This design comes from an exercise in tuning for small area on the open sky130 flow, not from production work. Where RTL was checked, it was by simulation tests only, not by an equivalence proof against the original. No functional check of the RTL was part of run 1. Power figures rest on the tool's default switching activity, not on a simulated workload.

==> flow/design.v, too long to show whole: its modules and the start of the top module <==
// module crc32_gen: 55 lines
// module timeout_lfsr: 16 lines
// module mac_tx_mode: 144 lines
// module mac_tx: 223 lines
// module mac_rx: 284 lines
// module mac_layer: 83 lines
// module arp_cache: 48 lines
// module arp_tx: 258 lines
// module arp_rx: 207 lines
// module arp_mac_top: 114 lines
// module icmp_rx_ram_8_256: 45 lines
// module icmp: 350 lines
// module ip_tx_mode: 154 lines
// module ip_tx: 279 lines
// module ip_rx: 219 lines
// module ip_layer: 125 lines
// module udp_shift_register: 16 lines
// module udp_tx: 167 lines
// module udp_rx: 129 lines
// module udp_layer: 59 lines
// module udp_ip_mac_top: 139 lines
module udp_ip_mac_top #(
    parameter       LOCAL_MAC = 48'h3C_2B_1A_09_4D_5E,
    parameter       LOCAL_IP  = 32'hC0_A8_01_6E,
    parameter       LOCL_PORT = 16'hF0F0,
    parameter       DEST_MAC  = 48'h04_D9_F5_89_43_66,
    parameter       DEST_IP   = 32'hC0_A8_01_69,
    parameter       DEST_PORT = 16'hA0A0 
)(
    input           rgmii_clk,
    input           rstn,
    input           app_data_in_valid,
    input   [7:0]   app_data_in,      
    input   [15:0]  app_data_length,    
    input           app_data_request, 
    output          udp_send_ack,   
    input           arp_req,
    output          arp_found,
    output          mac_not_exist,
    output          mac_send_end,
    output  [7:0]   udp_rec_rdata ,       
    output  [15:0]  udp_rec_data_length,      
    output          udp_rec_data_valid,        
    output          mac_data_valid,
    output  [7:0]   mac_tx_data,   
    input           rx_en,         
    input   [7:0]   mac_rx_datain
);
  // ...
==> flow/flow/run.sh <==
#!/bin/bash
# Layout flow: the standard ORFS flow (standard.sh), with these changes:
#  - synthesis maps adders as plain logic (no full-adder extraction, no
#    Kogge-Stone carry map) and uses an area-oriented ABC script (flow/abc_speed.script)
#  - CTS builds the tree from clkbuf_8 with up to 20 sinks per cluster and
#    inserts no dummy loads
# Each tool's output stays in ORFS's own logs (orfs/logs); make's output is in
# standard_flow.log in this folder.
set -euo pipefail
WORK=$(pwd)
SX=$WORK/scripts_x
mkdir -p "$SX"
for f in "$FLOW_HOME"/scripts/*; do ln -sf "$f" "$SX/"; done
rm -f "$SX/abc_speed.script"
cp "$WORK/flow/abc_speed.script" "$SX/abc_speed.script"
export CTS_ARGS="-sink_clustering_enable -repair_clock_nets -dont_use_dummy_load -buf_list sky130_fd_sc_hd__clkbuf_8 -sink_clustering_size 20 -sink_clustering_max_diameter 50"
export MAKEFLAGS="ADDER_MAP_FILE= SYNTH_OPERATIONS_ARGS=-nofsm SCRIPTS_DIR=$SX"
bash standard.sh > "$WORK/standard_flow.log" 2>&1
==> flow/flow/abc_speed.script <==
strash
&get -n
&fraig -x
&put
dc2
strash
&get -n
&dch -f
&nf
&put
==> flow/standard.sh <==
#!/bin/bash
# synth_recipe.tcl (not shown) runs the flow's synth.tcl, then flattens the netlist and writes it again
# the make line also repeats each setting of config.mk as NAME=value (left out here)
make -C /OpenROAD-flow-scripts/flow DESIGN_CONFIG=/design/flow/config.mk WORK_HOME=/design/flow/orfs CLKGATE_MAP_FILE= SYNTH_SCRIPT=/design/flow/synth_recipe.tcl "${@:-finish}"
==> flow/config.mk <==
export PLATFORM = sky130hd
export DESIGN_NAME = udp_ip_mac_top
export DESIGN_NICKNAME = udp_ip_mac_top
export VERILOG_FILES = /design/flow/design.v
export SDC_FILE = /design/flow/constraint.sdc
export NUM_CORES = 4
export LEC_CHECK = 0
export CAP_MARGIN = 20
export CORE_MARGIN = 2
export CORE_UTILIZATION = 40
export PLACE_DENSITY = 0.6
export SLEW_MARGIN = 20
==> flow/constraint.sdc <==
create_clock -name core_clock -period 8.0 [get_ports {rgmii_clk}]
set_input_delay 1.6000 -clock core_clock [delete_from_list [all_inputs] [get_ports {rgmii_clk}]]
set_output_delay 1.6000 -clock core_clock [all_outputs]
set_load 0.01 [all_outputs]
==> run notes, run 1 <==
- The flow ran to the end and the layout has no timing, DRC or antenna violations.
- The tool flagged a number of max-cap violations equal to 0.
- The reported clock group power is 7.28 mW.
- The congestion estimate from routability-driven global placement came to 0.9136.
- The number of register bits inferred by synthesis is 3189.
- The met1 global-route usage is a little under a quarter.
- After clock tree synthesis, the clock-pin slew on the worst setup and hold paths is 0.11 ns.
- Excluding fillers, the count of instances in the completed layout stands at 10315.
- Global routing consumed, over all layers together, 16.91% of the routing resources.
- Summed over all layers, the global routing overflow is 0.
- Yosys printed 29 warnings.
- The count of non-CTS inverters in the layout is 84.
- Of the total power, registers draw 67.9%.
- The number of hold violations in the final report is 0.
- The design has about 3200 sequential cells.
- The maximum clock skew at final layout is 0.1596 ns.
- Sequential cells were found to cover 74.39% of the synthesized design area.
- The area used by sequential logic in the layout is 66490 sq um.
- The cell family contributing the most delay on the critical path is adder cells.
- The utilization after layout is 44.07%.
- The total area of multi-input combinational cells is 22610 sq um.
- The endpoint required time on the critical path is ~8.7 ns.
- In this run the most critical hold path is launched from ip_layer.icmp.icmp_receive_ram.ring[109][4].
- The final-layout worst hold slack is 0.2424 ns.
- The count of buffering cells on the critical path with inverters included is 0.
- The terminating pin of the worst hold path is ip_layer.icmp.icmp_receive_ram.ring[110][4].
- Buffers added to address setup during post-CTS repair amount to 0.
- The commonest non-fill, non-tap cell in the layout is dfxtp_1.
- The wire length on met1 is slightly below 90000 um.
- In the synthesized netlist, the number of instances is 6946.
- On the critical path, the stage with the largest delay is an instance of edfxtp_1.
- The combinational family with the most area after synthesis is simple AND/OR/NAND/NOR gates.
- Static timing analysis puts the maximum clock frequency at ~0.15 GHz.
- The met3 usage is 2.697%.
- In the final layout, flip-flops and latches take up approximately 68% of the cell area.
- The worst setup path startpoint is ip_layer.icmp.reply_acc[0].
- The peak ir drop on the vdd network is about 0.19 mV.
- The worst register-to-register path ends at ip_layer.icmp.reply_acc[15].
==> module crc32_gen, before the edit <==
module crc32_gen(
	input         clk,
    input         rstn,
	input         crc32_init,       
	input         crc32_en,         
	input         crc_read, 
    input  [7:0]  data,	 
	output [7:0]  crc_out 
);
    reg [31:0]   crc_temp;
    assign crc_out = crc_read ? ~{crc_temp[24], crc_temp[25], crc_temp[26], crc_temp[27],
    	                          crc_temp[28], crc_temp[29], crc_temp[30], crc_temp[31]} : 8'h00;			  
    always@(posedge clk) 
    begin        
       if(crc32_init)
    	    crc_temp <= 32'hffffffff;
       else if(crc32_en)
    	  begin
    		 crc_temp[0]  <= crc_temp[24] ^ crc_temp[30] ^ data[1] ^ data[7];
    		 crc_temp[1]  <= crc_temp[25] ^ crc_temp[31] ^ data[0] ^ data[6] ^ crc_temp[24] ^ crc_temp[30] ^ data[1] ^ data[7];
    		 crc_temp[2]  <= crc_temp[26] ^ data[5]      ^ crc_temp[25] ^ crc_temp[31]^data[0] ^ data[6]^crc_temp[24]^crc_temp[30]^data[1]^data[7];
    		 crc_temp[3]  <= crc_temp[27] ^ data[4]      ^ crc_temp[26] ^ data[5]^crc_temp[25] ^ crc_temp[31]^data[0]^data[6];
    		 crc_temp[4]  <= crc_temp[28] ^ data[3]      ^ crc_temp[27] ^ data[4]^crc_temp[26] ^ data[5]^crc_temp[24]^crc_temp[30]^data[1]^data[7];
    		 crc_temp[5]  <= crc_temp[29] ^ data[2]      ^ crc_temp[28] ^ data[3]^crc_temp[27] ^ data[4]^crc_temp[25]^crc_temp[31]^data[0]^data[6]^crc_temp[24]^crc_temp[30]^data[1]^data[7];
    		 crc_temp[6]  <= crc_temp[30] ^ data[1]      ^ crc_temp[29] ^ data[2]^crc_temp[28] ^ data[3]^crc_temp[26]^data[5]^crc_temp[25]^crc_temp[31]^data[0]^data[6];
    		 crc_temp[7]  <= crc_temp[31] ^ data[0]      ^ crc_temp[29] ^ data[2]^crc_temp[27] ^ data[4]^crc_temp[26]^data[5]^crc_temp[24]^data[7];
    		 crc_temp[8]  <= crc_temp[ 0] ^ crc_temp[28] ^ data[3] ^crc_temp[27] ^ data[4] ^ crc_temp[25]^data[6]^crc_temp[24]^data[7];
    		 crc_temp[9]  <= crc_temp[ 1] ^ crc_temp[29] ^ data[2] ^crc_temp[28] ^ data[3] ^ crc_temp[26]^data[5]^crc_temp[25]^data[6];
    		 crc_temp[10] <= crc_temp[ 2] ^ crc_temp[29] ^ data[2] ^crc_temp[27] ^ data[4] ^ crc_temp[26]^data[5]^crc_temp[24]^data[7];
    		 crc_temp[11] <= crc_temp[ 3] ^ crc_temp[28] ^ data[3] ^crc_temp[27] ^ data[4] ^ crc_temp[25]^data[6]^crc_temp[24]^data[7];
    		 crc_temp[12] <= crc_temp[ 4] ^ crc_temp[29] ^ data[2] ^crc_temp[28] ^ data[3] ^ crc_temp[26]^data[5]^crc_temp[25]^data[6]^crc_temp[24]^crc_temp[30]^data[1]^data[7];
    		 crc_temp[13] <= crc_temp[ 5] ^ crc_temp[30] ^ data[1] ^crc_temp[29] ^ data[2] ^ crc_temp[27]^data[4]^crc_temp[26]^data[5]^crc_temp[25]^crc_temp[31]^data[0]^data[6];
    		 crc_temp[14] <= crc_temp[ 6] ^ crc_temp[31] ^ data[0] ^crc_temp[30] ^ data[1] ^ crc_temp[28]^data[3]^crc_temp[27]^data[4]^crc_temp[26]^data[5];
    		 crc_temp[15] <= crc_temp[ 7] ^ crc_temp[31] ^ data[0] ^crc_temp[29] ^ data[2] ^ crc_temp[28]^data[3]^crc_temp[27]^data[4];
    		 crc_temp[16] <= crc_temp[ 8] ^ crc_temp[29] ^ data[2] ^crc_temp[28] ^ data[3] ^ crc_temp[24]^data[7];
    		 crc_temp[17] <= crc_temp[ 9] ^ crc_temp[30] ^ data[1] ^crc_temp[29] ^ data[2] ^ crc_temp[25]^data[6];
    		 crc_temp[18] <= crc_temp[10] ^ crc_temp[31] ^ data[0] ^crc_temp[30] ^ data[1] ^ crc_temp[26]^data[5];
    		 crc_temp[19] <= crc_temp[11] ^ crc_temp[31] ^ data[0] ^crc_temp[27] ^ data[4];
    		 crc_temp[20] <= crc_temp[12] ^ crc_temp[28] ^ data[3];                    
    		 crc_temp[21] <= crc_temp[13] ^ crc_temp[29] ^ data[2];                    
    		 crc_temp[22] <= crc_temp[14] ^ crc_temp[24] ^ data[7];                    
    		 crc_temp[23] <= crc_temp[15] ^ crc_temp[25] ^ data[6] ^crc_temp[24] ^ crc_temp[30] ^ data[1] ^ data[7];
    		 crc_temp[24] <= crc_temp[16] ^ crc_temp[26] ^ data[5] ^crc_temp[25] ^ crc_temp[31] ^ data[0] ^ data[6];
    		 crc_temp[25] <= crc_temp[17] ^ crc_temp[27] ^ data[4] ^crc_temp[26] ^ data[5];
    		 crc_temp[26] <= crc_temp[18] ^ crc_temp[28] ^ data[3] ^crc_temp[27] ^ data[4] ^ crc_temp[24] ^ crc_temp[30]^data[1]^data[7];
    		 crc_temp[27] <= crc_temp[19] ^ crc_temp[29] ^ data[2] ^crc_temp[28] ^ data[3] ^ crc_temp[25] ^ crc_temp[31]^data[0]^data[6];
    		 crc_temp[28] <= crc_temp[20] ^ crc_temp[30] ^ data[1] ^crc_temp[29] ^ data[2] ^ crc_temp[26] ^ data[5];
    		 crc_temp[29] <= crc_temp[21] ^ crc_temp[31] ^ data[0] ^crc_temp[30] ^ data[1] ^ crc_temp[27] ^ data[4];
    		 crc_temp[30] <= crc_temp[22] ^ crc_temp[31] ^ data[0] ^crc_temp[28] ^ data[3];
    		 crc_temp[31] <= crc_temp[23] ^ crc_temp[29] ^ data[2];
    	  end
    	else if(crc_read)
    	    crc_temp <= {crc_temp[23:0], 8'hff};
    end
endmodule
==> module mac_tx_mode, before the edit <==
module mac_tx_mode(
    input               clk ,
    input               rstn,
    input               mac_send_end,
    input               arp_tx_req,
    input               arp_tx_ready ,
    input      [7:0]    arp_tx_data,
    input               arp_tx_end,
    output reg          arp_tx_ack,
    input               ip_tx_req,
    input               ip_tx_ready,
    input      [7:0]    ip_tx_data,
    input               ip_tx_end,
    output reg          ip_tx_ack,
    input               mac_tx_ack,
    output reg          mac_tx_req,         
    output reg          mac_tx_ready,
    output reg [7:0]    mac_tx_data,
    output reg          mac_tx_end
);
    wire timeout_hit ;
    parameter IDLE       = 3'd0 ;
    parameter ARP_WAIT   = 3'd1 ;
    parameter ARP        = 3'd2 ;
    parameter IP_WAIT    = 3'd3 ;
    parameter IP         = 3'd4 ;
    reg [2:0]    state  ;
    reg [2:0]    state_n ;
    always @(posedge clk)
    begin
        if (~rstn)
          state  <=  IDLE  ;
        else
          state  <= state_n ;
    end
    always @(*)
    begin
        case(state)
            IDLE        :
            begin
                if (arp_tx_req)
                    state_n = ARP_WAIT ;
                else if (ip_tx_req)
                    state_n = IP_WAIT  ;
                else
                    state_n = IDLE ;
            end
            ARP_WAIT  :
            begin
                if (mac_tx_ack)
                    state_n = ARP ;
                else
                    state_n = ARP_WAIT ;
            end        
            ARP         :
            begin
                if (mac_send_end)
                    state_n = IDLE ;
                else if (timeout_hit)
                    state_n = IDLE ;
                else
                    state_n = ARP ;
            end
            IP_WAIT  :
            begin
                if (mac_tx_ack)
                    state_n = IP ;
                else
                    state_n = IP_WAIT ;
            end    
            IP          :
            begin
                if (mac_send_end)
                    state_n = IDLE ;
                else if (timeout_hit)
                    state_n = IDLE ;
                else
                    state_n = IP ;
            end
            default     :
                state_n = IDLE ;
      endcase
    end
    timeout_lfsr timeout_cnt (
        .clk  ( clk ),
        .rstn ( rstn ),
        .run  ( state == ARP || state == IP ),
        .hit  ( timeout_hit )
    );
    always @(posedge clk)
    begin
        if (~rstn)
            arp_tx_ack <= 1'b0 ;
        else if (state == ARP)
            arp_tx_ack <= 1'b1 ;
        else
            arp_tx_ack <= 1'b0 ;
    end  
    always @(posedge clk)
    begin
        if (~rstn)
            ip_tx_ack <= 1'b0 ;
        else if (state == IP)
            ip_tx_ack <= 1'b1 ;
        else
            ip_tx_ack <= 1'b0 ;
    end 
    always @(posedge clk)
    begin
        if (~rstn)
            mac_tx_req <= 1'b0 ;
        else if (state == ARP_WAIT || state == IP_WAIT)
            mac_tx_req <= 1'b1 ;
        else
            mac_tx_req <= 1'b0 ;
    end   
    always @(posedge clk)
    begin
        if (~rstn)
        begin
            mac_tx_ready      <= 1'b0  ;
            mac_tx_data       <= 8'h00 ;
            mac_tx_end        <= 1'b0  ;
        end
        else if (state == ARP)
        begin
            mac_tx_ready      <= arp_tx_ready ;
            mac_tx_data       <= arp_tx_data ;
            mac_tx_end        <= arp_tx_end ;
        end
        else if (state == IP)
        begin
            mac_tx_ready      <= ip_tx_ready ;
            mac_tx_data       <= ip_tx_data ;
            mac_tx_end        <= ip_tx_end ;
        end
        else
        begin
            mac_tx_ready      <= 1'b0  ;
            mac_tx_data       <= 8'h00 ;
            mac_tx_end        <= 1'b0  ;
        end
    end
endmodule
==> module mac_tx, before the edit <==
module mac_tx(
    input                  clk,
    input                  rstn,
    input                  mac_tx_req,       
    input                  mac_tx_ready,     
    input      [7:0]       mac_frame_data,   
    input                  mac_tx_end,       
    output reg             mac_tx_ack,       
    output reg             mac_data_req,     
    output reg             mac_send_end,     
    output reg [7:0]       mac_tx_data,      
    output reg             mac_data_valid    
) ;
    reg  [3:0]          mac_tx_cnt    ;     
    reg  [7:0]          mac_frame_data_1d ; 
    reg                 mac_tx_end_dly_1d,mac_tx_end_dly_2d ; 
    reg  [7:0]          mac_tx_data_tmp ;   
    reg                 mac_data_valid_tmp ;
    wire timeout_hit ;
    parameter SEND_IDLE         =  3'd0  ;
    parameter SEND_START        =  3'd1  ;
    parameter SEND_PREAMBLE     =  3'd2  ;
    parameter SEND_DATA         =  3'd3  ;
    parameter SEND_FCS          =  3'd4  ;
    parameter SEND_END          =  3'd5  ;
    reg [2:0]     send_state   ;
    reg [2:0]     send_state_n ;
    always @(posedge clk)
    begin
        if (~rstn)
            send_state <= SEND_IDLE ;
        else
            send_state <= send_state_n ;
    end
    always @(*)
    begin
        case(send_state)
          SEND_IDLE    :
          begin
              if (mac_tx_req)
                  send_state_n = SEND_START ;
              else
                  send_state_n = SEND_IDLE ;
          end
          SEND_START     :
          begin
              if (mac_tx_ready)
                  send_state_n = SEND_PREAMBLE ;
              else
                  send_state_n = SEND_START ;
          end
          SEND_PREAMBLE   :
          begin
              if (mac_tx_cnt == 7)
                  send_state_n = SEND_DATA ;
              else
                  send_state_n = SEND_PREAMBLE ;
          end
          SEND_DATA       :
          begin
              if (mac_tx_end_dly_2d)
                  send_state_n = SEND_FCS ;
              else if (timeout_hit)
                  send_state_n = SEND_END ;
              else
                  send_state_n = SEND_DATA ;
          end
          SEND_FCS        :
          begin
              if (mac_tx_cnt == 4)
                  send_state_n = SEND_END ;
              else
                  send_state_n = SEND_FCS ;
          end
          SEND_END        :
              send_state_n = SEND_IDLE  ;
          default         :
              send_state_n = SEND_IDLE  ;
        endcase
    end
    always @(posedge clk)
    begin
       if (~rstn)
           mac_tx_ack <= 1'b0 ;
       else if (send_state == SEND_START)
           mac_tx_ack <= 1'b1 ;
       else
           mac_tx_ack <= 1'b0 ;
    end 
    always @(posedge clk)
    begin
        if (~rstn)
            mac_send_end <= 1'b0 ;
        else if (send_state == SEND_END)
            mac_send_end <= 1'b1 ;
        else
            mac_send_end <= 1'b0 ;
    end
    reg             crcen;
    reg             crcre;
    always @(posedge clk)
    begin
        if (~rstn)
        begin
            crcre   <= 1'b1 ;
            crcen   <= 1'b0 ;
        end
        else if (send_state == SEND_DATA)
        begin
            crcre   <= 1'b0 ;
            crcen   <= 1'b1 ;
        end
        else if(mac_send_end)
        begin
            crcre   <= 1'b1 ;
            crcen   <= 1'b0 ;
        end
        else
        begin
            crcre   <= 1'b0 ;
            crcen   <= 1'b0 ;
        end
    end
    wire [7:0] crc_data;
    wire       crc_out_en;
    assign crc_out_en = (send_state == SEND_FCS);
    crc32_gen crc32_gen(
        .clk           (  clk        ), 
        .rstn          (  rstn       ), 
        .crc32_init    (  crcre      ), 
        .crc32_en      (  crcen      ), 
        .crc_read      (  crc_out_en ), 
        .data          (  mac_tx_data_tmp ),   
        .crc_out       (  crc_data   )  
    );
    always @(posedge clk)
    begin
        if (~rstn)
            mac_data_valid_tmp <= 1'b0 ;
        else if (send_state == SEND_PREAMBLE || send_state == SEND_DATA || (send_state == SEND_FCS && mac_tx_cnt < 4))
            mac_data_valid_tmp <= 1'b1 ;
        else
            mac_data_valid_tmp <= 1'b0 ;
    end
    always @(posedge clk)
    begin
        if (~rstn)
            mac_data_valid <= 1'b0 ;
        else
            mac_data_valid <= mac_data_valid_tmp ;
    end
    always @(posedge clk)
    begin
        if (~rstn)
            mac_data_req <= 1'b0 ;
        else if (send_state == SEND_PREAMBLE && mac_tx_cnt == 4'd3)
            mac_data_req <= 1'b1 ;
        else
            mac_data_req <= 1'b0 ;
    end
    timeout_lfsr timeout_cnt (
        .clk  ( clk ),
        .rstn ( rstn ),
        .run  ( send_state == SEND_DATA ),
        .hit  ( timeout_hit )
    );
    always @(posedge clk)
    begin
        if (~rstn)
        begin
            mac_tx_end_dly_1d <= 1'b0 ;
            mac_tx_end_dly_2d <= 1'b0;
        end
        else
        begin
            mac_tx_end_dly_1d     <= mac_tx_end ;
            mac_tx_end_dly_2d     <= mac_tx_end_dly_1d ;
        end
    end
    always @(posedge clk)
        mac_frame_data_1d <= mac_frame_data ;
    always @(posedge clk)
    begin
        if (~rstn)
            mac_tx_cnt <= 4'd0 ;
        else if (send_state == SEND_PREAMBLE || send_state == SEND_FCS)
            mac_tx_cnt <= mac_tx_cnt + 1'b1 ;
        else
            mac_tx_cnt <= 4'd0 ;
    end
    always @(posedge clk)
    begin
        if (~rstn)
            mac_tx_data_tmp <= 8'h00 ;
        else if (send_state == SEND_PREAMBLE)
        begin
            if (mac_tx_cnt < 7)
                mac_tx_data_tmp <= 8'h55 ;
            else
                mac_tx_data_tmp <= 8'hd5 ;
        end
        else if (send_state == SEND_DATA)
            mac_tx_data_tmp <= mac_frame_data_1d ;
    end
    always @(posedge clk)
    begin
        if (~rstn)
            mac_tx_data <= 8'h00 ;
        else if (send_state == SEND_FCS)
        begin
            case(mac_tx_cnt)
                4'd0    : mac_tx_data <= mac_tx_data_tmp ;
                4'd1    , 
                4'd2    , 
                4'd3    , 
                4'd4    : mac_tx_data <= crc_data;
                default : mac_tx_data <= 8'h00 ;
            endcase
        end
        else
            mac_tx_data <= mac_tx_data_tmp ;
    end
endmodule
==> module mac_rx, before the edit <==
module mac_rx #(
    parameter              LOCAL_MAC = 48'h3C_2B_1A_09_4D_5E
)(
    input                  clk,   
    input                  rstn,    
    input                  rx_en,
    input      [7:0]       mac_rx_datain,
    input                  checksum_err,      
    input                  ip_rx_end,         
    input                  arp_rx_end,        
    output reg             ip_rx_req,         
    output reg             arp_rx_req,        
    output     [7:0]       mac_rx_dataout,
    output reg             mac_rec_error ,
    output                 mac_rx_dest_mac_ok     
);
    reg [4:0]               mac_rx_cnt        ;
    reg                     preamble_m       ;    
    reg [3:0]               preamble_cnt     ;
    reg                     ft_hi08, ft_lo00, ft_lo06 ;    
    wire                    ft_ip  = ft_hi08 & ft_lo00 ;
    wire                    ft_arp = ft_hi08 & ft_lo06 ;
    wire                    preamble_ok = preamble_m & (preamble_cnt == 4'd8) ;
    wire                    rx_en_posedge    ;
    reg                     rx_en_1d         ;
    reg [7:0]               mac_rx_data_1d   ;
    reg [7:0]               mac_rx_data_2d   ;
    reg [7:0]               mac_rx_data_3d   ;
    wire timeout_hit ;
    reg                     crc_error        ;
    assign mac_rx_dataout = mac_rx_data_3d ;
    assign rx_en_posedge  = ~rx_en_1d & rx_en ;
    parameter IDLE                =  3'd0 ;
    parameter REC_PREAMBLE        =  3'd1 ;
    parameter REC_MAC_HEAD        =  3'd2 ;
    parameter REC_IDENTIFY        =  3'd3 ;
    parameter REC_DATA            =  3'd4 ;
    parameter REC_FCS             =  3'd5 ;
    parameter REC_ERROR           =  3'd6 ;
    parameter REC_END             =  3'd7 ;
    reg [2:0]     rec_state    ;
    reg [2:0]     rec_state_n ;
    always @(posedge clk)
    begin
        if (~rstn)
            rec_state <= IDLE ;
        else 
            rec_state <= rec_state_n ;
    end
    always @(*)
    begin
        case(rec_state)
            IDLE            :  
            begin
                if (rx_en_posedge == 1'b1)
                    rec_state_n = REC_PREAMBLE ;
                else
                    rec_state_n = IDLE ;
            end
            REC_PREAMBLE    :  
            begin
                if (mac_rx_cnt == 7)
                    rec_state_n =  REC_MAC_HEAD  ;
                else
                    rec_state_n =  REC_PREAMBLE    ;
            end
            REC_MAC_HEAD    : 
            begin
                if (!preamble_ok)
                    rec_state_n = REC_ERROR ;
                else if ( mac_rx_cnt == 16'd21)
                    rec_state_n = REC_IDENTIFY ;
                else
                    rec_state_n = REC_MAC_HEAD ; 
            end
            REC_IDENTIFY    : 
            begin
                if (ft_ip || ft_arp)
                    rec_state_n = REC_DATA ;
                else
                    rec_state_n = REC_ERROR ;
            end
            REC_DATA        : 
            begin
                if (checksum_err)
                    rec_state_n = REC_ERROR ;
                else if (ip_rx_end|arp_rx_end)
                    rec_state_n = REC_FCS ;
                else if (timeout_hit)
                    rec_state_n = REC_ERROR ;
                else
                    rec_state_n = REC_DATA ;
            end                               
            REC_FCS         : 
            begin
                if (crc_error)
                    rec_state_n = REC_ERROR ;
                else if (mac_rx_cnt == 5'd27)
                    rec_state_n = REC_END ;
                else
                    rec_state_n = REC_FCS ;
            end
            REC_ERROR :  rec_state_n = IDLE  ;
            REC_END   :  rec_state_n = IDLE  ;
            default   :  rec_state_n = IDLE  ;
        endcase
    end
    always @(posedge clk)
    begin
        if (~rstn)
        begin
            rx_en_1d       <= 1'b0 ;
        end
        else
        begin
            rx_en_1d        <= rx_en ;                         
        end
    end
    always @(posedge clk)
    begin
        mac_rx_data_1d  <= mac_rx_datain ;
        mac_rx_data_2d  <= mac_rx_data_1d ;
        mac_rx_data_3d  <= mac_rx_data_2d ;
    end
    timeout_lfsr timeout_cnt (
        .clk  ( clk ),
        .rstn ( rstn ),
        .run  ( rec_state == REC_DATA ),
        .hit  ( timeout_hit )
    );
    always @(posedge clk)
    begin
        if (~rstn)
            mac_rx_cnt <= 5'd0 ;
        else if (rec_state == REC_PREAMBLE || rec_state == REC_MAC_HEAD || rec_state == REC_FCS)
            mac_rx_cnt <= mac_rx_cnt + 1'b1 ;
        else
            mac_rx_cnt <= 5'd0 ;
    end
    always @(posedge clk)
    begin
        if (~rstn)
            mac_rec_error <= 1'b0 ;
        else if (rx_en_posedge)
            mac_rec_error <= 1'b0 ;
        else if (rec_state == REC_ERROR)
            mac_rec_error <= 1'b1 ;
    end
    reg         crcen        ;
    reg         crcre        ;
    reg         crc_eq       ;
    always @(posedge clk)
    begin
        if (~rstn)
        begin
            crcen   <= 1'b0 ;
            crcre   <= 1'b1 ;
        end
        else if ((rec_state == REC_MAC_HEAD && mac_rx_cnt >8) || rec_state == REC_IDENTIFY || rec_state == REC_DATA)
        begin
            crcen   <= 1'b1 ;
            crcre   <= 1'b0 ;
        end
        else if(rec_state == REC_FCS && mac_rx_cnt == 5)
        begin
            crcen   <= 1'b0 ;
            crcre   <= 1'b1 ;
        end
        else
        begin
            crcen   <= 1'b0 ;
            crcre   <= 1'b0 ;
        end
    end
    wire [7:0] crc_data;
    wire       crc_out_en;
    assign crc_out_en = rec_state == REC_FCS;
    crc32_gen crc32_gen(
        .clk           (  clk            ),
        .rstn          (  rstn           ),
        .crc32_init    (  crcre          ),
        .crc32_en      (  crcen          ),
        .crc_read      (  crc_out_en     ),
        .data          (  mac_rx_data_3d ),
        .crc_out       (  crc_data       )
    );
    always @(posedge clk)
    begin
        if (~rstn)
            crc_eq <= 1'b1 ;
        else if (rec_state == REC_FCS && mac_rx_cnt >= 5'd1 && mac_rx_cnt <= 5'd4)
            crc_eq <= (crc_eq | (mac_rx_cnt == 5'd1)) & (crc_data == mac_rx_data_3d) ;
    end
    always @(posedge clk)
    begin
        if (~rstn)
            crc_error <= 1'b0 ;
        else if (rec_state == REC_FCS && mac_rx_cnt == 5)
            crc_error <= ~crc_eq ;
        else
            crc_error <= 1'b0 ;
    end
    always @(posedge clk)
    begin
        if (~rstn) 
            preamble_cnt  <= 4'd0 ;
        else if (rx_en)
        begin
            if (preamble_cnt < 8)
                preamble_cnt <= preamble_cnt + 1'b1 ;
        end
        else
            preamble_cnt <= 4'd0 ;
    end
    always @(posedge clk)
    begin
        if (~rstn)
            preamble_m <= 1'b0 ;
        else if (rx_en)
        begin
            if (preamble_cnt < 8)
                preamble_m <= (preamble_m | (preamble_cnt == 4'd0)) &
                              (mac_rx_datain == ((preamble_cnt == 4'd7) ? 8'hd5 : 8'h55)) ;
        end
        else
            preamble_m <= 1'b0 ;
    end
    reg [5:0] dmac_m ;
    always @(posedge clk)
    begin
        if (~rstn)
            dmac_m <= 6'd0 ;
        else if (rec_state == REC_MAC_HEAD)
        begin
            case(mac_rx_cnt)
                5'd8    : dmac_m[5] <= (mac_rx_data_1d == LOCAL_MAC[47:40]) ;
                5'd9    : dmac_m[4] <= (mac_rx_data_1d == LOCAL_MAC[39:32]) ;
                5'd10   : dmac_m[3] <= (mac_rx_data_1d == LOCAL_MAC[31:24]) ;
                5'd11   : dmac_m[2] <= (mac_rx_data_1d == LOCAL_MAC[23:16]) ;
                5'd12   : dmac_m[1] <= (mac_rx_data_1d == LOCAL_MAC[15:8]) ;
                5'd13   : dmac_m[0] <= (mac_rx_data_1d == LOCAL_MAC[7:0]) ;
                default : ;
            endcase
        end
    end
    assign mac_rx_dest_mac_ok = &dmac_m ;
    always @(posedge clk)
    begin
        if (~rstn)
        begin
            ft_hi08 <= 1'b0 ;
            ft_lo00 <= 1'b1 ;
            ft_lo06 <= 1'b0 ;
        end
        else if (rec_state == REC_MAC_HEAD)
        begin
            if (mac_rx_cnt == 5'd20)
                ft_hi08 <= (mac_rx_data_1d == 8'h08) ;
            if (mac_rx_cnt == 5'd21)
            begin
                ft_lo00 <= (mac_rx_data_1d == 8'h00) ;
                ft_lo06 <= (mac_rx_data_1d == 8'h06) ;
            end
        end
    end
    always @(posedge clk)
    begin
        if (~rstn)
            ip_rx_req <=     1'b0 ;
        else if (rec_state == REC_IDENTIFY &&  ft_ip)
            ip_rx_req <=  1'b1 ;
        else
            ip_rx_req <=  1'b0 ;
    end
    always @(posedge clk)
    begin
        if (~rstn)
            arp_rx_req <= 1'b0 ;
        else if (rec_state == REC_IDENTIFY &&  ft_arp)
            arp_rx_req <= 1'b1 ;
        else
            arp_rx_req <= 1'b0 ;
    end
endmodule
==> module arp_rx, before the edit <==
module arp_rx(
    input                  clk,   
    input                  rstn,    
    input       [31:0]     local_ip_addr,
    input       [47:0]     local_mac_addr,
    input       [ 7:0]     arp_rx_data,                            
    input                  arp_rx_req,                          
    output reg             arp_rx_end,                                      
    input                  arp_reply_ack,           
    output reg             arp_reply_req,           
    output reg [31:0]      arp_rec_sour_ip_addr,          
    output reg [47:0]      arp_rec_sour_mac_addr,               
    output reg             arp_found                       
) ;
    localparam ARP_REQUEST_CODE = 16'h0001 ;
    localparam ARP_REPLY_CODE   = 16'h0002 ;
    reg [3:0]               dip_eq ;       
    reg [3:0]               dip_sub ;      
    reg [5:0]               dmac_eq ;      
    reg                     op_hi0, op_lo1, op_lo2 ;
    reg [6:0]               arp_rx_cnt ;
    wire                    op_request = op_hi0 & op_lo1 ;
    wire                    op_reply   = op_hi0 & op_lo2 ;
    parameter IDLE          = 2'd0 ;
    parameter ARP_REC_DATA  = 2'd1 ;
    parameter ARP_WAIT      = 2'd2 ;
    parameter ARP_END       = 2'd3 ;
    reg [1:0]    state  ;
    reg [1:0]    state_n ;
    always @(posedge clk)
    begin
        if (~rstn)
            state  <=  IDLE  ;
        else
            state  <= state_n ;
    end
    always @(*)
    begin
        case(state)
            IDLE         : 
            begin
                if (arp_rx_req)
                    state_n = ARP_REC_DATA ;
                else
                    state_n = IDLE ;
            end
            ARP_REC_DATA : 
            begin
                if (arp_rx_cnt == 45)
                    state_n = ARP_WAIT     ;
                else
                    state_n = ARP_REC_DATA ;
            end    
            ARP_WAIT     : 
            begin
                if (arp_rx_cnt == 99)
                    state_n = ARP_END     ;
                else
                    state_n = ARP_WAIT ;
            end              
            ARP_END      : state_n = IDLE ; 
            default      : state_n = IDLE ;
        endcase
    end
    always @(posedge clk)
    begin
        if (~rstn)
            arp_rx_end <= 1'b0 ;
        else if (state == ARP_REC_DATA && arp_rx_cnt == 44)
            arp_rx_end <= 1'b1 ;
        else
            arp_rx_end <= 1'b0 ;
    end
    always @(posedge clk)
    begin
        if (~rstn)
            arp_reply_req  <= 1'b0 ;
        else if (arp_rx_req)
            arp_reply_req  <= 1'b0 ;
        else if (arp_reply_ack)
            arp_reply_req  <= 1'b0 ;
        else if (state == ARP_END)
        begin 
            if (op_request && (&dip_sub))          
                arp_reply_req <= 1'b1 ;
        end
    end
    always @(posedge clk)
    begin
      if (~rstn)
        arp_found  <= 1'b0 ;
      else if (state == ARP_END)
      begin 
          if (op_reply && (&dip_eq) && (&dmac_eq))          
              arp_found <= 1'b1 ;
          else
              arp_found  <= 1'b0 ;
      end
      else
          arp_found  <= 1'b0 ;
    end
    always @(posedge clk)
    begin
        if (~rstn)
            arp_rx_cnt  <= 7'd0 ;
        else if (state == ARP_REC_DATA || state == ARP_WAIT)
            arp_rx_cnt <= arp_rx_cnt + 1'b1 ;
        else
            arp_rx_cnt <= 7'd0 ;
    end
    always @(posedge clk)
    begin
        if (~rstn)
        begin
            op_hi0 <= 1'b1 ;
            op_lo1 <= 1'b0 ;
            op_lo2 <= 1'b0 ;
        end
        else if (state == ARP_REC_DATA && arp_rx_cnt == 7'd6)
            op_hi0 <= (arp_rx_data == 8'h00) ;
        else if (state == ARP_REC_DATA && arp_rx_cnt == 7'd7)
        begin
            op_lo1 <= (arp_rx_data == 8'h01) ;
            op_lo2 <= (arp_rx_data == 8'h02) ;
        end
    end
    always @(posedge clk)
    begin
        if (state == ARP_REC_DATA && arp_rx_cnt == 7'd8)
            arp_rec_sour_mac_addr[47:40] <= arp_rx_data ;
        else if (state == ARP_REC_DATA && arp_rx_cnt == 7'd9)
            arp_rec_sour_mac_addr[39:32] <= arp_rx_data ;
        else if (state == ARP_REC_DATA && arp_rx_cnt == 7'd10)
            arp_rec_sour_mac_addr[31:24] <= arp_rx_data ;
        else if (state == ARP_REC_DATA && arp_rx_cnt == 7'd11)
            arp_rec_sour_mac_addr[23:16] <= arp_rx_data ;
        else if (state == ARP_REC_DATA && arp_rx_cnt == 7'd12)
            arp_rec_sour_mac_addr[15:8] <= arp_rx_data ;
        else if (state == ARP_REC_DATA && arp_rx_cnt == 7'd13)
            arp_rec_sour_mac_addr[7:0] <= arp_rx_data ;
    end
    always @(posedge clk)
    begin
        if (state == ARP_REC_DATA && arp_rx_cnt == 7'd14)
            arp_rec_sour_ip_addr[31:24] <= arp_rx_data ;
        else if (state == ARP_REC_DATA && arp_rx_cnt == 7'd15)
            arp_rec_sour_ip_addr[23:16] <= arp_rx_data ;
        else if (state == ARP_REC_DATA && arp_rx_cnt == 7'd16)
            arp_rec_sour_ip_addr[15:8] <= arp_rx_data ;
        else if (state == ARP_REC_DATA && arp_rx_cnt == 7'd17)
            arp_rec_sour_ip_addr[7:0] <= arp_rx_data ;
    end
    function [5:0] mac_byte_eq_rst;
        input [47:0] m;
        integer k;
        begin
            for (k = 0; k < 6; k = k + 1)
                mac_byte_eq_rst[k] = (m[8*k +: 8] == 8'h00);
        end
    endfunction
    always @(posedge clk)
    begin
        if (~rstn)
            dmac_eq <= mac_byte_eq_rst(local_mac_addr) ;
        else if (state == ARP_REC_DATA && arp_rx_cnt == 7'd18)
            dmac_eq[5] <= (arp_rx_data == local_mac_addr[47:40]) ;
        else if (state == ARP_REC_DATA && arp_rx_cnt == 7'd19)
            dmac_eq[4] <= (arp_rx_data == local_mac_addr[39:32]) ;
        else if (state == ARP_REC_DATA && arp_rx_cnt == 7'd20)
            dmac_eq[3] <= (arp_rx_data == local_mac_addr[31:24]) ;
        else if (state == ARP_REC_DATA && arp_rx_cnt == 7'd21)
            dmac_eq[2] <= (arp_rx_data == local_mac_addr[23:16]) ;
        else if (state == ARP_REC_DATA && arp_rx_cnt == 7'd22)
            dmac_eq[1] <= (arp_rx_data == local_mac_addr[15:8]) ;
        else if (state == ARP_REC_DATA && arp_rx_cnt == 7'd23)
            dmac_eq[0] <= (arp_rx_data == local_mac_addr[7:0]) ;
    end
    always @(posedge clk)
    begin
        if (~rstn)
        begin
            dip_eq  <= {local_ip_addr[31:24] == 8'h00, local_ip_addr[23:16] == 8'h00,
                        local_ip_addr[15:8]  == 8'h00, local_ip_addr[7:0]   == 8'h00} ;
            dip_sub <= 4'hf ;
        end
        else if (state == ARP_REC_DATA && arp_rx_cnt == 7'd24)
        begin
            dip_eq[3]  <= (arp_rx_data == local_ip_addr[31:24]) ;
            dip_sub[3] <= ((arp_rx_data | local_ip_addr[31:24]) == local_ip_addr[31:24]) ;
        end
        else if (state == ARP_REC_DATA && arp_rx_cnt == 7'd25)
        begin
            dip_eq[2]  <= (arp_rx_data == local_ip_addr[23:16]) ;
            dip_sub[2] <= ((arp_rx_data | local_ip_addr[23:16]) == local_ip_addr[23:16]) ;
        end
        else if (state == ARP_REC_DATA && arp_rx_cnt == 7'd26)
        begin
            dip_eq[1]  <= (arp_rx_data == local_ip_addr[15:8]) ;
            dip_sub[1] <= ((arp_rx_data | local_ip_addr[15:8]) == local_ip_addr[15:8]) ;
        end
        else if (state == ARP_REC_DATA && arp_rx_cnt == 7'd27)
        begin
            dip_eq[0]  <= (arp_rx_data == local_ip_addr[7:0]) ;
            dip_sub[0] <= ((arp_rx_data | local_ip_addr[7:0]) == local_ip_addr[7:0]) ;
        end
    end
endmodule
==> run 2: changes to the inputs <==
--- a/flow/design.v
+++ b/flow/design.v
@@ -9,6 +9,7 @@
 	output [7:0]  crc_out 
 );
     reg [31:0]   crc_temp;
+    wire [7:0]   x = crc_temp[31:24] ^ {data[0], data[1], data[2], data[3], data[4], data[5], data[6], data[7]};
     assign crc_out = crc_read ? ~{crc_temp[24], crc_temp[25], crc_temp[26], crc_temp[27],
     	                          crc_temp[28], crc_temp[29], crc_temp[30], crc_temp[31]} : 8'h00;			  
     always@(posedge clk) 
@@ -17,38 +18,38 @@
     	    crc_temp <= 32'hffffffff;
        else if(crc32_en)
     	  begin
-    		 crc_temp[0]  <= crc_temp[24] ^ crc_temp[30] ^ data[1] ^ data[7];
-    		 crc_temp[1]  <= crc_temp[25] ^ crc_temp[31] ^ data[0] ^ data[6] ^ crc_temp[24] ^ crc_temp[30] ^ data[1] ^ data[7];
-    		 crc_temp[2]  <= crc_temp[26] ^ data[5]      ^ crc_temp[25] ^ crc_temp[31]^data[0] ^ data[6]^crc_temp[24]^crc_temp[30]^data[1]^data[7];
-    		 crc_temp[3]  <= crc_temp[27] ^ data[4]      ^ crc_temp[26] ^ data[5]^crc_temp[25] ^ crc_temp[31]^data[0]^data[6];
-    		 crc_temp[4]  <= crc_temp[28] ^ data[3]      ^ crc_temp[27] ^ data[4]^crc_temp[26] ^ data[5]^crc_temp[24]^crc_temp[30]^data[1]^data[7];
-    		 crc_temp[5]  <= crc_temp[29] ^ data[2]      ^ crc_temp[28] ^ data[3]^crc_temp[27] ^ data[4]^crc_temp[25]^crc_temp[31]^data[0]^data[6]^crc_temp[24]^crc_temp[30]^data[1]^data[7];
-    		 crc_temp[6]  <= crc_temp[30] ^ data[1]      ^ crc_temp[29] ^ data[2]^crc_temp[28] ^ data[3]^crc_temp[26]^data[5]^crc_temp[25]^crc_temp[31]^data[0]^data[6];
-    		 crc_temp[7]  <= crc_temp[31] ^ data[0]      ^ crc_temp[29] ^ data[2]^crc_temp[27] ^ data[4]^crc_temp[26]^data[5]^crc_temp[24]^data[7];
-    		 crc_temp[8]  <= crc_temp[ 0] ^ crc_temp[28] ^ data[3] ^crc_temp[27] ^ data[4] ^ crc_temp[25]^data[6]^crc_temp[24]^data[7];
-    		 crc_temp[9]  <= crc_temp[ 1] ^ crc_temp[29] ^ data[2] ^crc_temp[28] ^ data[3] ^ crc_temp[26]^data[5]^crc_temp[25]^data[6];
-    		 crc_temp[10] <= crc_temp[ 2] ^ crc_temp[29] ^ data[2] ^crc_temp[27] ^ data[4] ^ crc_temp[26]^data[5]^crc_temp[24]^data[7];
-    		 crc_temp[11] <= crc_temp[ 3] ^ crc_temp[28] ^ data[3] ^crc_temp[27] ^ data[4] ^ crc_temp[25]^data[6]^crc_temp[24]^data[7];
-    		 crc_temp[12] <= crc_temp[ 4] ^ crc_temp[29] ^ data[2] ^crc_temp[28] ^ data[3] ^ crc_temp[26]^data[5]^crc_temp[25]^data[6]^crc_temp[24]^crc_temp[30]^data[1]^data[7];
-    		 crc_temp[13] <= crc_temp[ 5] ^ crc_temp[30] ^ data[1] ^crc_temp[29] ^ data[2] ^ crc_temp[27]^data[4]^crc_temp[26]^data[5]^crc_temp[25]^crc_temp[31]^data[0]^data[6];
-    		 crc_temp[14] <= crc_temp[ 6] ^ crc_temp[31] ^ data[0] ^crc_temp[30] ^ data[1] ^ crc_temp[28]^data[3]^crc_temp[27]^data[4]^crc_temp[26]^data[5];
-    		 crc_temp[15] <= crc_temp[ 7] ^ crc_temp[31] ^ data[0] ^crc_temp[29] ^ data[2] ^ crc_temp[28]^data[3]^crc_temp[27]^data[4];
-    		 crc_temp[16] <= crc_temp[ 8] ^ crc_temp[29] ^ data[2] ^crc_temp[28] ^ data[3] ^ crc_temp[24]^data[7];
-    		 crc_temp[17] <= crc_temp[ 9] ^ crc_temp[30] ^ data[1] ^crc_temp[29] ^ data[2] ^ crc_temp[25]^data[6];
-    		 crc_temp[18] <= crc_temp[10] ^ crc_temp[31] ^ data[0] ^crc_temp[30] ^ data[1] ^ crc_temp[26]^data[5];
-    		 crc_temp[19] <= crc_temp[11] ^ crc_temp[31] ^ data[0] ^crc_temp[27] ^ data[4];
-    		 crc_temp[20] <= crc_temp[12] ^ crc_temp[28] ^ data[3];                    
-    		 crc_temp[21] <= crc_temp[13] ^ crc_temp[29] ^ data[2];                    
-    		 crc_temp[22] <= crc_temp[14] ^ crc_temp[24] ^ data[7];                    
-    		 crc_temp[23] <= crc_temp[15] ^ crc_temp[25] ^ data[6] ^crc_temp[24] ^ crc_temp[30] ^ data[1] ^ data[7];
-    		 crc_temp[24] <= crc_temp[16] ^ crc_temp[26] ^ data[5] ^crc_temp[25] ^ crc_temp[31] ^ data[0] ^ data[6];
-    		 crc_temp[25] <= crc_temp[17] ^ crc_temp[27] ^ data[4] ^crc_temp[26] ^ data[5];
-    		 crc_temp[26] <= crc_temp[18] ^ crc_temp[28] ^ data[3] ^crc_temp[27] ^ data[4] ^ crc_temp[24] ^ crc_temp[30]^data[1]^data[7];
-    		 crc_temp[27] <= crc_temp[19] ^ crc_temp[29] ^ data[2] ^crc_temp[28] ^ data[3] ^ crc_temp[25] ^ crc_temp[31]^data[0]^data[6];
-    		 crc_temp[28] <= crc_temp[20] ^ crc_temp[30] ^ data[1] ^crc_temp[29] ^ data[2] ^ crc_temp[26] ^ data[5];
-    		 crc_temp[29] <= crc_temp[21] ^ crc_temp[31] ^ data[0] ^crc_temp[30] ^ data[1] ^ crc_temp[27] ^ data[4];
-    		 crc_temp[30] <= crc_temp[22] ^ crc_temp[31] ^ data[0] ^crc_temp[28] ^ data[3];
-    		 crc_temp[31] <= crc_temp[23] ^ crc_temp[29] ^ data[2];
+    		 crc_temp[0] <= x[0] ^ x[6];
+    		 crc_temp[1] <= x[0] ^ x[1] ^ x[6] ^ x[7];
+    		 crc_temp[2] <= x[0] ^ x[1] ^ x[2] ^ x[6] ^ x[7];
+    		 crc_temp[3] <= x[1] ^ x[2] ^ x[3] ^ x[7];
+    		 crc_temp[4] <= x[0] ^ x[2] ^ x[3] ^ x[4] ^ x[6];
+    		 crc_temp[5] <= x[0] ^ x[1] ^ x[3] ^ x[4] ^ x[5] ^ x[6] ^ x[7];
+    		 crc_temp[6] <= x[1] ^ x[2] ^ x[4] ^ x[5] ^ x[6] ^ x[7];
+    		 crc_temp[7] <= x[0] ^ x[2] ^ x[3] ^ x[5] ^ x[7];
+    		 crc_temp[8] <= crc_temp[0] ^ x[0] ^ x[1] ^ x[3] ^ x[4];
+    		 crc_temp[9] <= crc_temp[1] ^ x[1] ^ x[2] ^ x[4] ^ x[5];
+    		 crc_temp[10] <= crc_temp[2] ^ x[0] ^ x[2] ^ x[3] ^ x[5];
+    		 crc_temp[11] <= crc_temp[3] ^ x[0] ^ x[1] ^ x[3] ^ x[4];
+    		 crc_temp[12] <= crc_temp[4] ^ x[0] ^ x[1] ^ x[2] ^ x[4] ^ x[5] ^ x[6];
+    		 crc_temp[13] <= crc_temp[5] ^ x[1] ^ x[2] ^ x[3] ^ x[5] ^ x[6] ^ x[7];
+    		 crc_temp[14] <= crc_temp[6] ^ x[2] ^ x[3] ^ x[4] ^ x[6] ^ x[7];
+    		 crc_temp[15] <= crc_temp[7] ^ x[3] ^ x[4] ^ x[5] ^ x[7];
+    		 crc_temp[16] <= crc_temp[8] ^ x[0] ^ x[4] ^ x[5];
+    		 crc_temp[17] <= crc_temp[9] ^ x[1] ^ x[5] ^ x[6];
+    		 crc_temp[18] <= crc_temp[10] ^ x[2] ^ x[6] ^ x[7];
+    		 crc_temp[19] <= crc_temp[11] ^ x[3] ^ x[7];
+    		 crc_temp[20] <= crc_temp[12] ^ x[4];
+    		 crc_temp[21] <= crc_temp[13] ^ x[5];
+    		 crc_temp[22] <= crc_temp[14] ^ x[0];
+    		 crc_temp[23] <= crc_temp[15] ^ x[0] ^ x[1] ^ x[6];
+    		 crc_temp[24] <= crc_temp[16] ^ x[1] ^ x[2] ^ x[7];
+    		 crc_temp[25] <= crc_temp[17] ^ x[2] ^ x[3];
+    		 crc_temp[26] <= crc_temp[18] ^ x[0] ^ x[3] ^ x[4] ^ x[6];
+    		 crc_temp[27] <= crc_temp[19] ^ x[1] ^ x[4] ^ x[5] ^ x[7];
+    		 crc_temp[28] <= crc_temp[20] ^ x[2] ^ x[5] ^ x[6];
+    		 crc_temp[29] <= crc_temp[21] ^ x[3] ^ x[6] ^ x[7];
+    		 crc_temp[30] <= crc_temp[22] ^ x[4] ^ x[7];
+    		 crc_temp[31] <= crc_temp[23] ^ x[5];
     	  end
     	else if(crc_read)
     	    crc_temp <= {crc_temp[23:0], 8'hff};
@@ -192,28 +193,33 @@
         if (~rstn)
         begin
             mac_tx_ready      <= 1'b0  ;
-            mac_tx_data       <= 8'h00 ;
             mac_tx_end        <= 1'b0  ;
         end
         else if (state == ARP)
         begin
             mac_tx_ready      <= arp_tx_ready ;
-            mac_tx_data       <= arp_tx_data ;
             mac_tx_end        <= arp_tx_end ;
         end
         else if (state == IP)
         begin
             mac_tx_ready      <= ip_tx_ready ;
-            mac_tx_data       <= ip_tx_data ;
             mac_tx_end        <= ip_tx_end ;
         end
         else
         begin
             mac_tx_ready      <= 1'b0  ;
-            mac_tx_data       <= 8'h00 ;
             mac_tx_end        <= 1'b0  ;
         end
     end
+    always @(posedge clk)
+    begin
+        if (state == ARP)
+            mac_tx_data <= arp_tx_data ;
+        else if (state == IP)
+            mac_tx_data <= ip_tx_data ;
+        else
+            mac_tx_data <= 8'h00 ;
+    end
 endmodule
 `timescale 1ns / 1ps
 module mac_tx(
@@ -399,9 +405,7 @@
         mac_frame_data_1d <= mac_frame_data ;
     always @(posedge clk)
     begin
-        if (~rstn)
-            mac_tx_cnt <= 4'd0 ;
-        else if (send_state == SEND_PREAMBLE || send_state == SEND_FCS)
+        if (send_state == SEND_PREAMBLE || send_state == SEND_FCS)
             mac_tx_cnt <= mac_tx_cnt + 1'b1 ;
         else
             mac_tx_cnt <= 4'd0 ;
@@ -572,9 +576,7 @@
     );
     always @(posedge clk)
     begin
-        if (~rstn)
-            mac_rx_cnt <= 5'd0 ;
-        else if (rec_state == REC_PREAMBLE || rec_state == REC_MAC_HEAD || rec_state == REC_FCS)
+        if (rec_state == REC_PREAMBLE || rec_state == REC_MAC_HEAD || rec_state == REC_FCS)
             mac_rx_cnt <= mac_rx_cnt + 1'b1 ;
         else
             mac_rx_cnt <= 5'd0 ;
@@ -1051,18 +1053,14 @@
     end
     always @(posedge clk)
     begin
-        if (~rstn)
-            arp_send_cnt  <= 6'd0 ;
-        else if (state == ARP_REQUEST || state == ARP_REPLY)
+        if (state == ARP_REQUEST || state == ARP_REPLY)
             arp_send_cnt <= arp_send_cnt + 1'b1 ;
         else
             arp_send_cnt <= 6'd0 ;
     end
     always @(posedge clk)
     begin
-        if (~rstn)
-            arp_tx_data <= 8'd0 ;
-        else if(state == ARP_REQUEST || state == ARP_REPLY)
+        if(state == ARP_REQUEST || state == ARP_REPLY)
         begin
             case(arp_send_cnt)
                 16'd0   :  arp_tx_data <= arp_dest_mac_addr[47:40];
@@ -1142,8 +1140,8 @@
     wire                    op_reply   = op_hi0 & op_lo2 ;
     parameter IDLE          = 2'd0 ;
     parameter ARP_REC_DATA  = 2'd1 ;
-    parameter ARP_WAIT      = 2'd2 ;
-    parameter ARP_END       = 2'd3 ;
+    parameter ARP_WAIT      = 2'd3 ;
+    parameter ARP_END       = 2'd2 ;
     reg [1:0]    state  ;
     reg [1:0]    state_n ;
     always @(posedge clk)
@@ -1220,9 +1218,7 @@
     end
     always @(posedge clk)
     begin
-        if (~rstn)
-            arp_rx_cnt  <= 7'd0 ;
-        else if (state == ARP_REC_DATA || state == ARP_WAIT)
+        if (state == ARP_REC_DATA || state == ARP_WAIT)
             arp_rx_cnt <= arp_rx_cnt + 1'b1 ;
         else
             arp_rx_cnt <= 7'd0 ;
@@ -1690,9 +1686,7 @@
     end
     always @(posedge clk)
     begin
-        if (~rstn)
-            icmp_rx_cnt <= 16'd0 ;
-        else if (state == REC_DATA  || state == REC_END_WAIT ||  state == SEND)
+        if (state == REC_DATA  || state == REC_END_WAIT ||  state == SEND)
             icmp_rx_cnt <= icmp_rx_cnt + 1'b1 ;
         else
             icmp_rx_cnt <= 16'd0 ;
@@ -1762,9 +1756,7 @@
     end
     always @(posedge clk)
     begin
-        if(rstn == 1'b0)
-            checksum_cnt <= 3'd0 ;
-        else if (state ==  VERIFY_CHECKSUM)
+        if (state ==  VERIFY_CHECKSUM)
             checksum_cnt <= checksum_cnt + 1'b1 ;
         else
             checksum_cnt <= 3'd0 ;
@@ -1816,9 +1808,7 @@
     end
     always @(posedge clk)
     begin
-        if (~rstn)
-           icmp_tx_data <= 8'h00  ;
-        else if (state == SEND)
+        if (state == SEND)
         begin
             case(icmp_rx_cnt)
                 16'd1    :   icmp_tx_data <= ECHO_REPLY ;
@@ -1968,28 +1958,33 @@
         if (~rstn)
         begin
             ip_tx_ready       <= 1'b0 ;
-            ip_tx_data        <= 8'h00 ;
             ip_send_type      <= ip_udp_type ;
         end
         else if (state == UDP)
         begin
             ip_tx_ready       <= udp_tx_ready ;
-            ip_tx_data        <= udp_tx_data ;
             ip_send_type      <= ip_udp_type ;
         end
         else if (state == ICMP)
         begin
             ip_tx_ready       <= icmp_tx_ready ;
-            ip_tx_data        <= icmp_tx_data ;
             ip_send_type      <= ip_icmp_type ;
         end
         else
         begin
             ip_tx_ready       <= 1'b0 ;
-            ip_tx_data        <= 8'h00 ;
             ip_send_type      <= ip_udp_type ;
         end
     end
+    always @(posedge clk)
+    begin
+        if (state == UDP)
+            ip_tx_data <= udp_tx_data ;
+        else if (state == ICMP)
+            ip_tx_data <= icmp_tx_data ;
+        else
+            ip_tx_data <= 8'h00 ;
+    end
 endmodule
 `timescale 1ns / 1ps
 module ip_tx(
@@ -2172,9 +2167,7 @@
     );
     always @(posedge clk )
     begin
-        if (~rstn)
-            wait_cnt <= 4'd0 ;
-        else if (state == WAIT_DATA_LENGTH)
+        if (state == WAIT_DATA_LENGTH)
             wait_cnt <= wait_cnt + 1'b1 ;
         else
             wait_cnt <= 4'd0 ;
@@ -2197,22 +2190,34 @@
     end
     always @(posedge clk )
     begin
-        if (~rstn)
-          ip_send_cnt  <= 16'd0 ;
-        else if (state == GEN_CHECKSUM || state == IP_SEND)
+        if (state == GEN_CHECKSUM || state == IP_SEND)
           ip_send_cnt <= ip_send_cnt + 1'b1 ;
         else
           ip_send_cnt <= 16'd0 ;
     end
+    function [15:0] ones_fold;         
+        input [18:0] v;
+        reg   [16:0] f;
+        begin
+            f         = v[15:0] + v[18:16];
+            ones_fold = f[15:0] + f[16];
+        end
+    endfunction
+    wire [18:0] hdr_const = 19'h4500 + 19'h4000 + sour_ip_addr[31:16] + sour_ip_addr[15:0]
+                          + dest_ip_addr[31:16] + dest_ip_addr[15:0] ;
+    wire [15:0] hdr_t_udp  = ones_fold(hdr_const + {ttl, 8'h11}) ;
+    wire [15:0] hdr_t_icmp = ones_fold(hdr_const + {ttl, 8'h01}) ;
     reg  [15:0] checksum ;
-    wire [31:0] hdr_sum = 32'h4500 + ip_send_data_length + identify_code + 32'h4000 + {ttl,ip_send_type}
-                        + sour_ip_addr[31:16] + sour_ip_addr[15:0] + dest_ip_addr[31:16] + dest_ip_addr[15:0] ;
-    wire [16:0] hdr_fold1 = hdr_sum[15:0] + hdr_sum[31:16] ;
-    wire [15:0] hdr_fold2 = hdr_fold1[15:0] + hdr_fold1[16] ;
+    reg         chk_c ;
+    wire        chk_first = (ip_send_cnt == 16'd8) ;
+    wire [15:0] chk_a = chk_first ? ip_send_data_length : checksum ;
+    wire [15:0] chk_b = chk_first ? ((ip_send_type == 8'h01) ? hdr_t_icmp : hdr_t_udp) :
+                        (ip_send_cnt == 16'd9) ? identify_code : 16'd0 ;
+    wire [16:0] chk_sum = chk_a + chk_b + (chk_first ? 1'b0 : chk_c) ;
     always @(posedge clk )
     begin
-        if (state == GEN_CHECKSUM && ip_send_cnt == 16'd8)
-            checksum <= ~hdr_fold2 ;
+        if (state == GEN_CHECKSUM && ip_send_cnt >= 16'd8 && ip_send_cnt <= 16'd11)
+            {chk_c, checksum} <= chk_sum ;
     end
     always @(posedge clk )
     begin
@@ -2225,9 +2230,7 @@
     end
     always @(posedge clk )
     begin
-        if (~rstn)
-            ip_tx_data <= 8'h00 ;
-        else if (state == IP_SEND)
+        if (state == IP_SEND)
         begin
             case(ip_send_cnt)
                 16'd0   :  ip_tx_data <= dest_mac_addr[47:40]     ;
@@ -2254,8 +2257,8 @@
                 16'd21  :  ip_tx_data <= 8'h00                    ;
                 16'd22  :  ip_tx_data <= ttl                      ;
                 16'd23  :  ip_tx_data <= ip_send_type             ;
-                16'd24  :  ip_tx_data <= checksum[15:8]           ;
-                16'd25  :  ip_tx_data <= checksum[7:0]            ;
+                16'd24  :  ip_tx_data <= ~checksum[15:8]          ;
+                16'd25  :  ip_tx_data <= ~checksum[7:0]           ;
                 16'd26  :  ip_tx_data <= sour_ip_addr[31:24]      ;
                 16'd27  :  ip_tx_data <= sour_ip_addr[23:16]      ;
                 16'd28  :  ip_tx_data <= sour_ip_addr[15:8]       ;
@@ -2340,7 +2343,7 @@
          end
          REC_HEADER1    :      
          begin
-             if (ip_rx_cnt == header_length - 1)
+             if (cnt_is_hl_m1)
                  state_n = REC_DATA ;
              else
                  state_n = REC_HEADER1 ;
@@ -2359,6 +2362,10 @@
          endcase
     end
     assign header_length = {header_length_buf,2'd0} ; 
+    wire [3:0]             hl_words_m1 = header_length_buf - 4'd1 ;
+    wire                   cnt_in_last_word = (header_length_buf != 4'd0) && (ip_rx_cnt[15:6] == 10'd0) && (ip_rx_cnt[5:2] == hl_words_m1) ;
+    wire                   cnt_is_hl_m1 = cnt_in_last_word && (ip_rx_cnt[1:0] == 2'b11) ;
+    wire                   cnt_is_hl_m2 = cnt_in_last_word && (ip_rx_cnt[1:0] == 2'b10) ;
     always @(posedge clk)
     begin
         if (~rstn)
@@ -2386,7 +2393,7 @@
     begin
         if (~rstn)
             udp_rx_req <= 1'b0 ;
-        else if (state == REC_HEADER1 && proto_udp && ip_rx_cnt == header_length - 2)
+        else if (state == REC_HEADER1 && proto_udp && cnt_is_hl_m2)
             udp_rx_req <= 1'b1 ;
         else
             udp_rx_req <= 1'b0 ;
@@ -2395,7 +2402,7 @@
     begin
         if (~rstn)
             icmp_rx_req <= 1'b0 ;
-        else if (state == REC_HEADER1 && proto_icmp && ip_rx_cnt == header_length - 2)
+        else if (state == REC_HEADER1 && proto_icmp && cnt_is_hl_m2)
             icmp_rx_req <= 1'b1 ;
         else
             icmp_rx_req <= 1'b0 ;
@@ -2405,9 +2412,7 @@
         ip_rx_data_1d <= ip_rx_data ;
     always @(posedge clk)
     begin
-        if (~rstn)
-            ip_rx_cnt <= 16'd0 ;
-        else if (state == REC_HEADER0 || state == REC_HEADER1 || state == REC_DATA)
+        if (state == REC_HEADER0 || state == REC_HEADER1 || state == REC_DATA)
             ip_rx_cnt <= ip_rx_cnt + 1'b1 ;
         else
             ip_rx_cnt <= 16'd0 ;
@@ -2469,9 +2474,7 @@
     end
     always @(posedge clk)
     begin
-      if(rstn == 1'b0)
-          checksum_cnt <= 3'd0 ;
-      else if (state ==     REC_DATA)
+      if (state ==     REC_DATA)
       begin
           if (checksum_cnt == 3'd7)
               checksum_cnt <= checksum_cnt ;
@@ -2818,6 +2821,7 @@
 );
     reg  [15:0]             udp_rx_cnt ;
     reg  [15:0]             udp_data_length ;
+    wire [16:0]             udp_rx_cnt_inc = udp_rx_cnt + 17'd1 ;
     reg                     port_hi_eq, port_lo_eq ;    
     localparam IDLE             =  3'd0  ;
     localparam REC_HEAD         =  3'd1  ;
@@ -2862,7 +2866,7 @@
          end
          REC_DATA       :
          begin
-             if (udp_rx_cnt == udp_data_length - 1)
+             if (udp_rx_cnt_inc == {1'b0, udp_data_length})    
                  state_n = REC_END ;
              else
                  state_n = REC_DATA ;
@@ -2901,7 +2905,7 @@
         if (~rstn)
             udp_rx_cnt <= 16'd0 ;
         else if (state == REC_HEAD || state == REC_DATA)
-            udp_rx_cnt <= udp_rx_cnt + 1'b1 ;
+            udp_rx_cnt <= udp_rx_cnt_inc[15:0] ;
         else
             udp_rx_cnt <= 16'd0 ;
     end
==> flow/flow/run.sh (replaced) <==
#!/bin/bash
# Layout flow: the standard ORFS flow (standard.sh), with these changes:
#  - synthesis maps adders as plain logic (no full-adder extraction, no
#    Kogge-Stone carry map) and uses an area-oriented ABC script (flow/abc_speed.script)
#  - port buffers are buf_1
#  - CTS builds the tree from clkbuf_8 with up to 18 sinks per cluster and
#    inserts no dummy loads
# Each tool's output stays in ORFS's own logs (orfs/logs); make's output is in
# standard_flow.log in this folder.
set -euo pipefail
WORK=$(pwd)
SX=$WORK/scripts_x
mkdir -p "$SX"
for f in "$FLOW_HOME"/scripts/*; do ln -sf "$f" "$SX/"; done
rm -f "$SX/abc_speed.script"
cp "$WORK/flow/abc_speed.script" "$SX/abc_speed.script"
export CTS_ARGS="-sink_clustering_enable -repair_clock_nets -dont_use_dummy_load -buf_list sky130_fd_sc_hd__clkbuf_16 -sink_clustering_size 36 -sink_clustering_max_diameter 60"
export BUFFER_PORTS_ARGS="-buffer_cell sky130_fd_sc_hd__buf_1"
export MAKEFLAGS="ADDER_MAP_FILE= SYNTH_OPERATIONS_ARGS=-nofsm SCRIPTS_DIR=$SX"
bash standard.sh > "$WORK/standard_flow.log" 2>&1
--- a/flow/config.mk
+++ b/flow/config.mk
@@ -8,5 +8,6 @@
 export CAP_MARGIN = 20
 export CORE_MARGIN = 2
 export CORE_UTILIZATION = 40
+export GPL_TIMING_DRIVEN = 0
 export PLACE_DENSITY = 0.6
 export SLEW_MARGIN = 20
==> run notes, run 2 <==
- The cell that appears most often on the critical path is maj3_1.
- By area, the combinational part of the netlist is dominated by simple AND/OR/NAND/NOR gates.
- The area used by sequential logic in the layout is 66550 sq um (about the same).
- The number of buffers inserted to repair setup after CTS is 0 (unchanged).
- The most utilized layer in the global route result is met1.
- The final non-filler cell total is 10113 (-2.0%).
- The flow ran to the end and the layout has no timing, DRC or antenna violations.
- The floorplan has 172 rows.
- The overall global routing resource usage is 16.66% (-0.25 points).
- The count of buffering cells on the critical path with inverters included is 1 (+1).
- The maximum achievable frequency is 0.1561 GHz (+1.2%).
- The endpoint required time on the critical path is 8.59 ns (-0.12 ns).
- Leaving out fill and tap cells, the most frequent cell in the layout is dfxtp_1.
- The weighted congestion at the end of routability-driven global placement came to 0.8699 (-4.8%).
- The total area of multi-input combinational cells is 22190 sq um (-1.8%).
- The cell with the largest stage delay on the worst path is nor3_2.
- dfxtp_1 is the most common cell in the netlist.
- The maximum clock skew at final layout was 0.1173 ns (-0.04235 ns).
- The synthesized-area fraction occupied by and/or/nand/nor cells is 10.54%.
- For this block, the via count after detailed routing is around 51000.
- The number of hold violations in the final report is 0 (unchanged).
- The number of standard cells after synthesis is 6850 (-1.4%).
- The sequential share of the synthesized area is 75.01% (+0.62 points).
- Dividing total power by cell area gives a power density of 255.3 nW/um^2.
- For this design the static power due to leakage is 35.63 nW.
- The met3 usage is 2.407% (-0.29 points).
- The number of warning messages in the yosys log is 29 (unchanged).
- The final-layout worst hold slack was 0.2700 ns (+0.02759 ns).
- The synthesized design spends more area on one cell type than any other, namely dfxtp_1.
- On the critical path the largest part of the delay comes from compound AO/OA/AOI/OAI gates.
- The aggregate global routing overflow is 0 (unchanged).
- The met1 global-route usage is 25.76% (+3.1 points).
- The number of max-cap violations is 0 (unchanged).
- The clock transition at the registers of the reported paths is 0.12 ns (about the same).
-- run 2: cell types whose count changed after synthesis, moves of 8 or more --
cell,before,now
nand2_1,337,365
mux2i_1,7,18
xnor2_1,297,260
and2_0,133,101
nor3_1,178,169
a31oi_1,49,40
clkinv_1,84,72
o211ai_1,26,39
o21ai_0,302,277
xor2_1,184,145
and3_1,81,91
a22oi_1,86,94
-- run 2: worst register-to-register path, delay by kind of cell (launching register included) --
family,cells,cell delay (ns)
buffers and inverters,1,0.25
DFF,1,0.39
muxes,1,0.28
xor gates and xnor gates,1,0.06
adders and majority gates,3,0.72
AOI/OAI and AO/OA,8,2.56
and+or+nand+nor,4,1.91
-- run 2: through the flow --
step,TNS [ns],util [%]
floorplan,0,-
global placement,-642.00,42.12
detailed placement,0,42.65
CTS,0,44.41
global route,0,44.44
finish,0,44.46
-- run 2: final cells by class --
class,instances,share of cell area [%]
Antenna cell,11,0.02815
Inverter,72,0.2815
Tap cell,2958,3.785
Clock buffer,155,3.967
Timing Repair Buffer,139,1.108
Buffer,20,0.07678
Sequential cell,3190,68.06
Multi-Input combinational cell,3568,22.70
-- run 2: worst paths after layout --
check / start / end / slack, ns / depth (start not counted)
setup / recovery: ip_layer.ip_tx.ip_send_cnt[12] / ip_layer.ip_tx.checksum[15] / 1.59 / 18
hold / removal: ip_layer.icmp.icmp_receive_ram.ring[254][2] / ip_layer.icmp.icmp_receive_ram.ring[255][2] / 0.27 / 0
setup reg to reg: ip_layer.ip_tx.ip_send_cnt[12] / ip_layer.ip_tx.checksum[15] / 1.59 / 18
hold reg to reg: ip_layer.icmp.icmp_receive_ram.ring[254][2] / ip_layer.icmp.icmp_receive_ram.ring[255][2] / 0.27 / 0
max in group asynchronous: rstn / arp_mac_top_U1.arp_cache.mac_not_exist / 6.33 / 3
min in group asynchronous: rstn / arp_mac_top_U1.arp_cache.mac_not_exist / 1.50 / 3
-- run 2: logic make-up (layout without fill, tap and decap cells) --
| group | Yosys count | count (layout) |
|---|---|---|
| mux | 29 | 29 |
| fa+ha+maj | 25 | 25 |
| compound gates | 1258 | 1258 |
| buf+inv | 92 | 386 |
| flops | 3190 | 3190 |
| xor+xnor | 405 | 405 |
| simple gates | 1851 | 1851 |
| other cells | 0 | 11 |
-- run 2: report_power, final --
group / total (mW) / internal, mW / switching [mW] / leakage (nW)
Sequential: 16.5 / 16.3 / 0.207 / 26.2
Combinational: 0.431 / 0.213 / 0.218 / 7.51
Clock: 8.04 / 3.46 / 4.59 / 1.91
Total: 25.0 / 20.0 / 5.01 / 35.6
-- run 2: per-layer routing --
layer | up-vias | share of wire [%] | wire (um)
met5 | - | 0 | 0
met4 | 0 | 2.4 | 4586
met3 | 260 | 5.5 | 10470
met2 | 1211 | 41 | 78720
met1 | 24570 | 51 | 97660
li1 | 24669 | - | -

[what the ideal ports hide]
In the flow no input, the clock included, has a driving cell. The finished layouts below were timed again as built, in two steps. Step 1 (the two cells are an assumption about what drives the block):
set clk [get_ports {rgmii_clk}]
set_driving_cell -lib_cell sky130_fd_sc_hd__clkbuf_16 $clk
set_driving_cell -lib_cell sky130_fd_sc_hd__buf_2 [delete_from_list [all_inputs] $clk]
Step 2 adds t to the input delays and takes it off the output delays; t is the mean of the earliest and latest rising clock arrival at the registers after step 1. Input paths then give back, and output paths get back, about the clock's delay inside the block. a / b / c = ideal ports / drivers / drivers and shift; a / b = the first two.
| run | t (ns) | slack for setup (ns) | cell pins on the clock port's net |
|---|---|---|---|
| run 1 | 1.083 | 1.516 / 1.516 / 1.516 | 1 |
| run 2 | 0.886 | 1.592 / 1.592 / 1.385 | 1 |
After both steps setup and hold are still met in every run listed. For run 2, which loses most, drivers alone change the setup slack by 0.000 ns; drivers and shift together by -0.207 ns.
